What follows belongs to an exercise in optimizing a design on an open flow for small area and a short achievable clock period; a production flow would make more cautious choices.
At most, simulation tests tie the RTL to the original design; equivalence was not proved.
No activity file was given, so power comes from the tool's default toggle rates.

Setup of old:
==> flow/design.v <==
`timescale 1ns / 1ps
module quant_pre(
    input             clk,
    input             rst,
    input      [31:0] i_max,
    input      [31:0] i_activation,
    output reg [23:0] o_p,      
    output reg        o_a24,    
    output reg [22:0] o_nm,     
    output reg [3:0]  o_sh,     
    output reg        o_sat     
);
    wire [7:0]  em = i_max[30:23];
    wire [7:0]  ea = i_activation[30:23];
    wire [22:0] mm = i_max[22:0];
    wire [22:0] ma = i_activation[22:0];
    wire [8:0]  dd = {1'b0, em} - {1'b0, ea};
    wire [7:0]  d  = dd[7:0];
    wire big  = dd[8];                    
    wire eq   = (ea == em);
    wire zero = (em[7:3] == 5'd0) | (d[7:4] != 4'd0) | (d[3] & (d[2:0] != 3'd0));
    wire [23:0] b    = {1'b0, ~mm};
    wire [23:0] p_eq = {ma, 1'b0} ^ b;
    wire [23:0] p_ne = {1'b1, ma} ^ b;
    wire [23:0] p    = eq ? p_eq : p_ne;
    always @(posedge clk) begin
        o_p   <= p;
        o_a24 <= eq;
        o_nm  <= ~mm;
        o_sh  <= zero ? 4'd8 : eq ? 4'd0 : {1'b0, d[2:0] - 3'd1};
        o_sat <= big | (eq & ~zero & (ma >= mm));
    end
endmodule
`timescale 1ns / 1ps
module quant_divider (
    input  [23:0] i_p,
    input         i_v24,
    input  [22:0] i_nm,
    output        o_bit,
    output [23:1] o_p,
    output        o_r23
);
    localparam N = 24;
    localparam L = 5;
    wire [N-1:0] b = {1'b0, i_nm};
    wire [N-1:0] p = i_p;
    wire [N-1:0] g = ~p & b;                   
    wire [N-1:0] G [0:2*L-1];
    wire [N-1:0] P [0:2*L-1];
    assign G[0] = {g[N-1:1], p[0] | b[0]};
    assign P[0] = {p[N-1:1], 1'b0};
    genvar l, i;
    generate
        for (l = 0; l < L; l = l + 1) begin : g_up
            for (i = 0; i < N; i = i + 1) begin : g_bit
                if (((i + 1) % (2 << l)) == 0) begin : m
                    assign G[l+1][i] = G[l][i] | (P[l][i] & G[l][i - (1 << l)]);
                    assign P[l+1][i] = P[l][i] & P[l][i - (1 << l)];
                end else begin : k
                    assign G[l+1][i] = G[l][i];
                    assign P[l+1][i] = P[l][i];
                end
            end
        end
        for (l = L - 2; l >= 0; l = l - 1) begin : g_dn
            for (i = 0; i < N; i = i + 1) begin : g_bit
                if (((i + 1) % (2 << l)) == (1 << l) && i > (1 << l)) begin : m
                    assign G[2*L-1-l][i] = G[2*L-2-l][i] | (P[2*L-2-l][i] & G[2*L-2-l][i - (1 << l)]);
                    assign P[2*L-1-l][i] = P[2*L-2-l][i] & P[2*L-2-l][i - (1 << l)];
                end else begin : k
                    assign G[2*L-1-l][i] = G[2*L-2-l][i];
                    assign P[2*L-1-l][i] = P[2*L-2-l][i];
                end
            end
        end
    endgenerate
    wire [N-1:0] cy  = G[2*L-1];               
    wire [N-1:0] cin = {cy[N-2:0], 1'b1};      
    assign o_bit = i_v24 | cy[N-1];
    wire [N:0]   bn  = {2'b00, i_nm};          
    wire [N-1:0] x   = p ^ bn[N:1];
    wire [N-1:0] sel = o_bit ? cin : b;
    wire [N-1:0] r   = x ^ sel ^ bn[N:1];
    assign o_r23 = r[N-1];
    assign o_p   = x[N-2:0] ^ sel[N-2:0];
endmodule
`timescale 1ns / 1ps
module quantizer(
    input         clk,
    input         rst,
    input  [31:0] i_max,
    input  [31:0] i_activation,
    output [7:0]  o_index
);
    wire [23:0] p0;
    wire        a24;
    wire [22:0] nm0;
    wire [3:0]  sh0;
    wire        sat0;
    quant_pre u_quant_pre(
        .clk(clk), .rst(rst), .i_max(i_max), .i_activation(i_activation),
        .o_p(p0), .o_a24(a24), .o_nm(nm0), .o_sh(sh0), .o_sat(sat0)
    );
    wire [23:1] p   [1:8];
    wire        r23 [1:8];
    wire [22:0] nm  [1:8];
    wire [3:0]  sh  [1:8];
    wire        sat [1:8];
    wire [7:0]  q   [1:8];    
    wire c1;
    quant_divider u_step1(.i_p(p0), .i_v24(a24), .i_nm(nm0),
                          .o_bit(c1), .o_p(p[1]), .o_r23(r23[1]));
    assign nm[1]  = nm0;
    assign sh[1]  = sh0;
    assign sat[1] = sat0;
    assign q[1]   = {7'd0, c1};
    genvar k;
    generate
        for (k = 2; k <= 8; k = k + 1) begin : g_stage
            reg [23:1] r_p;
            reg        r_r23;
            reg [22:0] r_nm;
            reg [3:0]  r_sh;
            reg        r_sat;
            reg [6:0]  r_q;
            always @(posedge clk) begin
                r_p   <= p[k-1];
                r_r23 <= r23[k-1];
                r_nm  <= nm[k-1];
                r_sh  <= sh[k-1];
                r_sat <= sat[k-1];
                r_q   <= q[k-1][6:0];
            end
            wire c;
            quant_divider u_step(.i_p({r_p, r_nm[0]}), .i_v24(r_r23), .i_nm(r_nm),
                                 .o_bit(c), .o_p(p[k]), .o_r23(r23[k]));
            assign nm[k]  = r_nm;
            assign sh[k]  = r_sh;
            assign sat[k] = r_sat;
            assign q[k]   = {r_q, c};
        end
    endgenerate
    wire [7:0] idx = sat[8] ? 8'hff : (q[8] >> sh[8]);
    reg [3:0] r_cnt;
    reg [7:0] r_index;
    always @(posedge clk or posedge rst) begin
        if (rst) begin
            r_cnt   <= 4'd0;
            r_index <= 8'd0;
        end else begin
            if (!r_cnt[3])
                r_cnt <= r_cnt + 4'd1;
            r_index <= idx & {8{r_cnt[3]}};
        end
    end
    assign o_index = r_index;
endmodule
==> flow/config.mk <==
export PLATFORM = sky130hd
export DESIGN_NAME = quantizer
export DESIGN_NICKNAME = quantizer
export VERILOG_FILES = /design/flow/design.v
export SDC_FILE = /design/flow/constraint.sdc
export NUM_CORES = 4
export LEC_CHECK = 0
export ABC_AREA = 1
export CAP_MARGIN = 20
export CORE_MARGIN = 2
export CORE_UTILIZATION = 60
export CTS_CLUSTER_DIAMETER = 100
export CTS_CLUSTER_SIZE = 30
export SETUP_SLACK_MARGIN = 2.7
export SLEW_MARGIN = 20
==> flow/constraint.sdc <==
create_clock -name core_clock -period 5.0 [get_ports {clk}]
set_input_delay 1.0000 -clock core_clock [delete_from_list [all_inputs] [get_ports {clk}]]
set_output_delay 1.0000 -clock core_clock [all_outputs]
set_load 0.01 [all_outputs]
standard.sh (not shown) runs the stock make flow with config.mk's settings and CLKGATE_MAP_FILE= SYNTH_SCRIPT=/design/flow/synth_recipe.tcl, a recipe that flattens the netlist after the stock synthesis.
==> flow/flow/run.sh <==
#!/bin/bash
# The standard ORFS layout, run whole; the only change is the cell used
# for the input and output port buffers (the smallest plain buffer instead of the
# delay buffer the resizer picks by default).
set -euo pipefail
export BUFFER_PORTS_ARGS="-buffer_cell sky130_fd_sc_hd__buf_1"
bash standard.sh > standard.log 2>&1
Setup changes, old to new
--- a/flow/design.v
+++ b/flow/design.v
@@ -4,33 +4,37 @@
     input             rst,
     input      [31:0] i_max,
     input      [31:0] i_activation,
     output reg [23:0] o_p,      
     output reg        o_a24,    
     output reg [22:0] o_nm,     
-    output reg [3:0]  o_sh,     
+    output reg [2:0]  o_sh,     
     output reg        o_sat     
 );
     wire [7:0]  em = i_max[30:23];
     wire [7:0]  ea = i_activation[30:23];
     wire [22:0] mm = i_max[22:0];
     wire [22:0] ma = i_activation[22:0];
-    wire [8:0]  dd = {1'b0, em} - {1'b0, ea};
-    wire [7:0]  d  = dd[7:0];
-    wire big  = dd[8];                    
+    wire [7:0]  d  = em - ea;
+    wire big  = ea > em;
+    wire zero = ea < (em - 8'd8);
     wire eq   = (ea == em);
-    wire zero = (em[7:3] == 5'd0) | (d[7:4] != 4'd0) | (d[3] & (d[2:0] != 3'd0));
-    wire [23:0] b    = {1'b0, ~mm};
-    wire [23:0] p_eq = {ma, 1'b0} ^ b;
-    wire [23:0] p_ne = {1'b1, ma} ^ b;
-    wire [23:0] p    = eq ? p_eq : p_ne;
+    reg [24:0] a;
+    always @(*) begin
+        if (zero & ~big)
+            a = 25'd0;
+        else if (eq)
+            a = {1'b1, ma, 1'b0};
+        else
+            a = {2'b01, ma};
+    end
     always @(posedge clk) begin
-        o_p   <= p;
-        o_a24 <= eq;
+        o_p   <= a[23:0] ^ {1'b0, ~mm};
+        o_a24 <= a[24];
         o_nm  <= ~mm;
-        o_sh  <= zero ? 4'd8 : eq ? 4'd0 : {1'b0, d[2:0] - 3'd1};
+        o_sh  <= eq ? 3'd0 : (d[2:0] - 3'd1);
         o_sat <= big | (eq & ~zero & (ma >= mm));
     end
 endmodule
 `timescale 1ns / 1ps
 module quant_divider (
     input  [23:0] i_p,
@@ -92,22 +96,22 @@
     input  [31:0] i_activation,
     output [7:0]  o_index
 );
     wire [23:0] p0;
     wire        a24;
     wire [22:0] nm0;
-    wire [3:0]  sh0;
+    wire [2:0]  sh0;
     wire        sat0;
     quant_pre u_quant_pre(
         .clk(clk), .rst(rst), .i_max(i_max), .i_activation(i_activation),
         .o_p(p0), .o_a24(a24), .o_nm(nm0), .o_sh(sh0), .o_sat(sat0)
     );
     wire [23:1] p   [1:8];
     wire        r23 [1:8];
     wire [22:0] nm  [1:8];
-    wire [3:0]  sh  [1:8];
+    wire [2:0]  sh  [1:8];
     wire        sat [1:8];
     wire [7:0]  q   [1:8];    
     wire c1;
     quant_divider u_step1(.i_p(p0), .i_v24(a24), .i_nm(nm0),
                           .o_bit(c1), .o_p(p[1]), .o_r23(r23[1]));
     assign nm[1]  = nm0;
@@ -117,13 +121,13 @@
     genvar k;
     generate
         for (k = 2; k <= 8; k = k + 1) begin : g_stage
             reg [23:1] r_p;
             reg        r_r23;
             reg [22:0] r_nm;
-            reg [3:0]  r_sh;
+            reg [2:0]  r_sh;
             reg        r_sat;
             reg [6:0]  r_q;
             always @(posedge clk) begin
                 r_p   <= p[k-1];
                 r_r23 <= r23[k-1];
                 r_nm  <= nm[k-1];
### Flow results
The run with more setup slack is new; old has less. new -> old: cell area after layout flat. Lower global-route wire length before repair was reported by old, not new. Detailed-route wire length (new vs. old) decreases slightly. The higher shortest clock period the worst path allows after layout of new and old is in old. Net switching power delta for new relative to old: about 0.6% lower.
Only the layout flow was run in old; the RTL was not checked for function there.

re-timing with driven ports:
The flow's constraints put no driver on any port. The routed layouts listed below were extracted and timed again, unchanged, in two steps.
Step 1 (the two cells are an assumption about what drives the block):
set clk [get_ports {clk}]
set_driving_cell -lib_cell sky130_fd_sc_hd__clkbuf_16 $clk
set_driving_cell -lib_cell sky130_fd_sc_hd__buf_2 [delete_from_list [all_inputs] $clk]
Step 2 adds t to the input delays and takes it off the output delays; t is the mean of the earliest and latest rising clock arrival at the registers after step 1. Input paths then give back, and output paths get back, about the clock's delay inside the block.
a / b / c = no drivers / after step 1 / after step 2; a / b = the first two.
run	t, ns	slack for setup (ns)	worst setup path after step 2	clock arrival spread, ns	worst slew at a driven data input, ns
old	0.573	2.653 / 2.648 / 2.076	input to register	0.023 / 0.023	0.05
new	0.581	2.690 / 2.686 / 2.105	input to register	0.010 / 0.011	0.06
After both steps every run listed still meets setup and hold. For new, which loses most, drivers alone change the setup slack by -0.004 ns; drivers and shift together by -0.585 ns.
